From an optimization exercise on the open Yosys and OpenROAD flow, aimed at small area; shortcuts taken in it are not production practice.
Only simulation tests tie the RTL to the original design; equivalence was not proved.
Power figures rest on the tool's default switching activity, not on a simulated workload.

==> flow/design.v <==
module fpadd_top (
    input  wire        clk,
    input  wire [31:0] a,
    input  wire [31:0] b,
    output reg  [31:0] y
);
    reg  [31:0] a_q, b_q;
    wire        s_w;
    wire [7:0]  e_w;
    wire [22:0] f_w;
    fp_adder u_add (
        .sign1(a_q[31]), .sign2(b_q[31]),
        .exp1(a_q[30:23]), .exp2(b_q[30:23]),
        .frac1(a_q[22:0]), .frac2(b_q[22:0]),
        .sign_out(s_w), .exp_out(e_w), .frac_out(f_w)
    );
    always @(posedge clk) begin
        a_q <= a;
        b_q <= b;
        y   <= {s_w, e_w, f_w};
    end
endmodule

module fp_adder(
    input wire sign1,sign2,
    input wire[7:0] exp1,exp2,
    input wire [22:0] frac1,frac2,
    output wire sign_out,
    output wire [7:0] exp_out,
    output wire [22:0] frac_out
);
    wire [8:0] ed  = {1'b0,exp1} - {1'b0,exp2};
    wire       elt = ed[8];                  
    wire       eeq = ~|ed[7:0];
    wire       fgt = frac1 > frac2;
    wire       gt  = eeq ? fgt : ~elt;       
    wire [7:0] eb  = elt ? exp2 : exp1;
    wire [7:0] d   = elt ? (exp2 - exp1) : ed[7:0];
    wire       hi  = |d[7:5];
    wire        sb = gt ? sign1 : sign2;
    wire [23:0] fb = gt ? {1'b1,frac1} : {1'b1,frac2};
    wire [23:0] fs = gt ? {1'b1,frac2} : {1'b1,frac1};
    wire [23:0] r0 = (d[4] | hi) ? {16'd0, fs[23:16]} : fs;
    wire [23:0] r1 = (d[3] | hi) ? {8'd0, r0[23:8]} : r0;
    wire [23:0] r2 = d[2] ? {4'd0, r1[23:4]} : r1;
    wire [23:0] r3 = d[1] ? {2'd0, r2[23:2]} : r2;
    wire [23:0] fa = d[0] ? {1'd0, r3[23:1]} : r3;
    wire        sub = sign1 ^ sign2;
    wire [24:0] sum = {1'b0,fb} + {sub,fa ^ {24{sub}}} + {24'd0,sub};
    wire [31:0] x = {sum, 7'h7f};
    wire [15:0] v1; wire [15:0] c1;
    genvar i;
    for (i=0;i<16;i=i+1) begin: l1
        assign v1[i] = x[2*i+1] | x[2*i];
        assign c1[i] = ~x[2*i+1];
    end
    wire [7:0] v2; wire [15:0] c2;
    for (i=0;i<8;i=i+1) begin: l2
        assign v2[i] = v1[2*i+1] | v1[2*i];
        assign c2[2*i+1:2*i] = v1[2*i+1] ? {1'b0, c1[2*i+1]} : {1'b1, c1[2*i]};
    end
    wire [3:0] v3; wire [11:0] c3;
    for (i=0;i<4;i=i+1) begin: l3
        assign v3[i] = v2[2*i+1] | v2[2*i];
        assign c3[3*i+2:3*i] = v2[2*i+1] ? {1'b0, c2[4*i+3:4*i+2]} : {1'b1, c2[4*i+1:4*i]};
    end
    wire [1:0] v4; wire [7:0] c4;
    for (i=0;i<2;i=i+1) begin: l4
        assign v4[i] = v3[2*i+1] | v3[2*i];
        assign c4[4*i+3:4*i] = v3[2*i+1] ? {1'b0, c3[6*i+5:6*i+3]} : {1'b1, c3[6*i+2:6*i]};
    end
    wire [4:0] z = v4[1] ? {1'b0, c4[7:4]} : {1'b1, c4[3:0]};
    wire [24:0] n0 = z[4] ? {sum[8:0], 16'd0} : sum;
    wire [24:0] n1 = z[3] ? {n0[16:0], 8'd0} : n0;
    wire [24:0] n2 = z[2] ? {n1[20:0], 4'd0} : n1;
    wire [24:0] n3 = z[1] ? {n2[22:0], 2'd0} : n2;
    wire [24:0] n4 = z[0] ? {n3[23:0], 1'd0} : n3;
    wire zero = ~|sum;
    wire [23:0] m = (eb >= 8'd23) ? 24'hffffff : ~(24'h7fffff >> eb[4:0]);
    wire flush = ~sum[24] & ~|(sum[23:0] & m);
    wire [7:0] re = eb + 8'd1 - {3'b0,z};
    assign sign_out = sb & ~zero;
    assign exp_out  = flush ? 8'd0 : re;
    assign frac_out = flush ? 23'd0 : n4[23:1];
endmodule
==> flow/config.mk <==
export PLATFORM = sky130hd
export DESIGN_NAME = fpadd_top
export DESIGN_NICKNAME = fpadd_top
export VERILOG_FILES = /design/flow/design.v
export SDC_FILE = /design/flow/constraint.sdc
export NUM_CORES = 4
export LEC_CHECK = 0
export CAP_MARGIN = 20
export CORE_MARGIN = 2
export CORE_UTILIZATION = 55
export CTS_BUF_LIST = sky130_fd_sc_hd__clkbuf_4 sky130_fd_sc_hd__clkbuf_8
export SLEW_MARGIN = 20
==> flow/constraint.sdc <==
create_clock -name core_clock -period 11.0 [get_ports {clk}]
set_input_delay 2.2000 -clock core_clock [delete_from_list [all_inputs] [get_ports {clk}]]
set_output_delay 2.2000 -clock core_clock [all_outputs]
set_load 0.01 [all_outputs]
standard.sh (not shown) runs the stock make flow with config.mk's settings and CLKGATE_MAP_FILE= SYNTH_SCRIPT=/design/flow/synth_recipe.tcl, a recipe that flattens the netlist after the stock synthesis.
==> flow/flow/run.sh <==
#!/bin/bash
# Own layout flow: the standard ORFS flow, with three changes:
#  - synthesis maps the combinational logic with an area-oriented ABC script (flow/area.abc),
#    without the Kogge-Stone adder map and without full-adder extraction;
#  - port buffers use sky130_fd_sc_hd__buf_1;
#  - everything else (floorplan, tapcells, PDN, placement, CTS, routing) is the standard flow.
set -euo pipefail
W=$(pwd)
FLOWDIR=$W/flow
# synthesis script: ORFS synth.tcl with the abc call using our script
sed -e "s|log_cmd abc {\*}\$abc_args|log_cmd abc {*}[lreplace \$abc_args 1 1 $FLOWDIR/area.abc]|" \
  "$FLOW_HOME/scripts/synth.tcl" > "$W/own_synth_core.tcl"
grep -q "$FLOWDIR/area.abc" "$W/own_synth_core.tcl"
sed -e "s|source \$::env(SCRIPTS_DIR)/synth.tcl|source $W/own_synth_core.tcl|" \
  "$W/synth_recipe.tcl" > "$W/own_synth.tcl"
grep -q own_synth_core "$W/own_synth.tcl"
# further make variables, one NAME=value per line
EXTRA=()
if [[ -f "$FLOWDIR/extra.mk" ]]; then mapfile -t EXTRA < <(grep -v '^#' "$FLOWDIR/extra.mk" | grep .); fi
bash "$W/standard.sh" SYNTH_SCRIPT="$W/own_synth.tcl" ADDER_MAP_FILE= \
  SYNTH_OPERATIONS_ARGS="-noshare" BUFFER_PORTS_ARGS="-buffer_cell sky130_fd_sc_hd__buf_1" \
  "${EXTRA[@]}" finish > "$W/flow_make.log" 2>&1
==> flow/flow/area.abc <==
strash
dch
amap
topo
stime -c
buffer -c
upsize -c
dnsize -c
==> flow/flow/extra.mk <==
CTS_ARGS=-sink_clustering_enable -repair_clock_nets -dont_use_dummy_load -buf_list {sky130_fd_sc_hd__clkbuf_4 sky130_fd_sc_hd__clkbuf_8}
Next try:
--- a/flow/design.v
+++ b/flow/design.v
@@ -44,13 +44,13 @@
     wire [23:0] r1 = (d[3] | hi) ? {8'd0, r0[23:8]} : r0;
     wire [23:0] r2 = d[2] ? {4'd0, r1[23:4]} : r1;
     wire [23:0] r3 = d[1] ? {2'd0, r2[23:2]} : r2;
     wire [23:0] fa = d[0] ? {1'd0, r3[23:1]} : r3;
     wire        sub = sign1 ^ sign2;
     wire [24:0] sum = {1'b0,fb} + {sub,fa ^ {24{sub}}} + {24'd0,sub};
-    wire [31:0] x = {sum, 7'h7f};
+    wire [31:0] x = {sum, 7'h00};
     wire [15:0] v1; wire [15:0] c1;
     genvar i;
     for (i=0;i<16;i=i+1) begin: l1
         assign v1[i] = x[2*i+1] | x[2*i];
         assign c1[i] = ~x[2*i+1];
     end
@@ -72,14 +72,14 @@
     wire [4:0] z = v4[1] ? {1'b0, c4[7:4]} : {1'b1, c4[3:0]};
     wire [24:0] n0 = z[4] ? {sum[8:0], 16'd0} : sum;
     wire [24:0] n1 = z[3] ? {n0[16:0], 8'd0} : n0;
     wire [24:0] n2 = z[2] ? {n1[20:0], 4'd0} : n1;
     wire [24:0] n3 = z[1] ? {n2[22:0], 2'd0} : n2;
     wire [24:0] n4 = z[0] ? {n3[23:0], 1'd0} : n3;
-    wire zero = ~|sum;
-    wire [23:0] m = (eb >= 8'd23) ? 24'hffffff : ~(24'h7fffff >> eb[4:0]);
-    wire flush = ~sum[24] & ~|(sum[23:0] & m);
-    wire [7:0] re = eb + 8'd1 - {3'b0,z};
+    wire zero = ~(v4[1] | v4[0]);
+    wire [9:0] re9 = {2'b0,eb} + 10'd1 - {5'b0,z};
+    wire [7:0] re = re9[7:0];
+    wire flush = zero | re9[9];
     assign sign_out = sb & ~zero;
     assign exp_out  = flush ? 8'd0 : re;
     assign frac_out = flush ? 23'd0 : n4[23:1];
 endmodule
Maximum frequency came out lower by 2.4%.
Setup slack got worse by 0.25 ns.
Sequential share of layout area came out higher by 0.22 points.
Clock-buffer cell count does not change.
Flip-flop and latch count does not change.
Via count fell by 1.3%.
Global-route usage goes up by 0.96 points.
Cell area went down by 0.76%.
Power is lower by 5.6%.

// fpadd_top: RTL as listed in full above, without the edits since
clock: 11.0 ns
lec_check: 0
cap_margin: 20
core_margin: 2
core_utilization: 55
cts_buf_list: sky130_fd_sc_hd__clkbuf_4 sky130_fd_sc_hd__clkbuf_8
slew_margin: 20
==> flow/flow/area.abc <==
strash
ifraig
dch
amap
topo
stime -c
buffer -c
upsize -c
dnsize -c
Scripts as last shown in full above: flow/flow/run.sh, flow/flow/extra.mk
Rerun with:
--- a/flow/design.v
+++ b/flow/design.v
@@ -30,11 +30,12 @@
     output wire [22:0] frac_out
 );
     wire [8:0] ed  = {1'b0,exp1} - {1'b0,exp2};
     wire       elt = ed[8];                  
     wire       eeq = ~|ed[7:0];
-    wire       fgt = frac1 > frac2;
+    wire [23:0] ca = {1'b0,frac1} + {1'b0,~frac2};
+    wire       fgt = ca[23];
     wire       gt  = eeq ? fgt : ~elt;       
     wire [7:0] eb  = elt ? exp2 : exp1;
     wire [7:0] d   = elt ? (exp2 - exp1) : ed[7:0];
     wire       hi  = |d[7:5];
     wire        sb = gt ? sign1 : sign2;
@@ -45,11 +46,11 @@
     wire [23:0] r2 = d[2] ? {4'd0, r1[23:4]} : r1;
     wire [23:0] r3 = d[1] ? {2'd0, r2[23:2]} : r2;
     wire [23:0] fa = d[0] ? {1'd0, r3[23:1]} : r3;
     wire        sub = sign1 ^ sign2;
     wire [24:0] sum = {1'b0,fb} + {sub,fa ^ {24{sub}}} + {24'd0,sub};
-    wire [31:0] x = {sum, 7'h7f};
+    wire [31:0] x = {sum, 7'h00};
     wire [15:0] v1; wire [15:0] c1;
     genvar i;
     for (i=0;i<16;i=i+1) begin: l1
         assign v1[i] = x[2*i+1] | x[2*i];
         assign c1[i] = ~x[2*i+1];
@@ -73,13 +74,13 @@
     wire [24:0] n0 = z[4] ? {sum[8:0], 16'd0} : sum;
     wire [24:0] n1 = z[3] ? {n0[16:0], 8'd0} : n0;
     wire [24:0] n2 = z[2] ? {n1[20:0], 4'd0} : n1;
     wire [24:0] n3 = z[1] ? {n2[22:0], 2'd0} : n2;
     wire [24:0] n4 = z[0] ? {n3[23:0], 1'd0} : n3;
-    wire zero = ~|sum;
-    wire [23:0] m = (eb >= 8'd23) ? 24'hffffff : ~(24'h7fffff >> eb[4:0]);
-    wire flush = ~sum[24] & ~|(sum[23:0] & m);
-    wire [7:0] re = eb + 8'd1 - {3'b0,z};
+    wire zero = ~(v4[1] | v4[0]);
+    wire [9:0] re9 = {2'b0,eb} + 10'd1 - {5'b0,z};
+    wire [7:0] re = re9[7:0];
+    wire flush = zero | re9[9];
     assign sign_out = sb & ~zero;
     assign exp_out  = flush ? 8'd0 : re;
     assign frac_out = flush ? 23'd0 : n4[23:1];
 endmodule
What happened:
- maximum frequency climbs by about 3.2%
- cell count went down by about 7%
- sequential share of layout area came out higher by 1.7 points
- setup slack gets better by 0.32 ns
- sequential power barely changes
- power falls by 7.4%

[re-timing with driven ports]
Ports are ideal in the flow. The routed layouts listed here were re-timed in OpenROAD. Step 1, drivers: a clkbuf_16 drives clk and a buf_2 each remaining input, both assumed. Step 2 adds t to the input delays and takes it off the output delays; t is the mean of the earliest and latest rising clock arrival at the registers after step 1. Input paths then give back, and output paths get back, about the clock's delay inside the block. Slacks: ideal / step 1 / step 2; pairs: ideal / step 1.
| run | t (ns) | setup WS [ns] | worst hold slack (ns) | clock arrival spread, ns |
|---|---|---|---|---|
| the first run of note 1 | 0.408 | 0.908 / 0.908 / 0.908 | 0.785 / 0.785 / 0.785 | 0.026 / 0.026 |
| the second run of note 1 | 0.409 | 0.661 / 0.661 / 0.661 | 0.599 / 0.599 / 0.599 | 0.033 / 0.032 |
| the first run of note 2 | 0.412 | 0.761 / 0.761 / 0.761 | 0.792 / 0.792 / 0.792 | 0.016 / 0.016 |
| the second run of note 2 | 0.399 | 1.080 / 1.080 / 1.080 | 0.571 / 0.571 / 0.571 | 0.021 / 0.021 |
After both steps setup and hold are still met in every run listed.
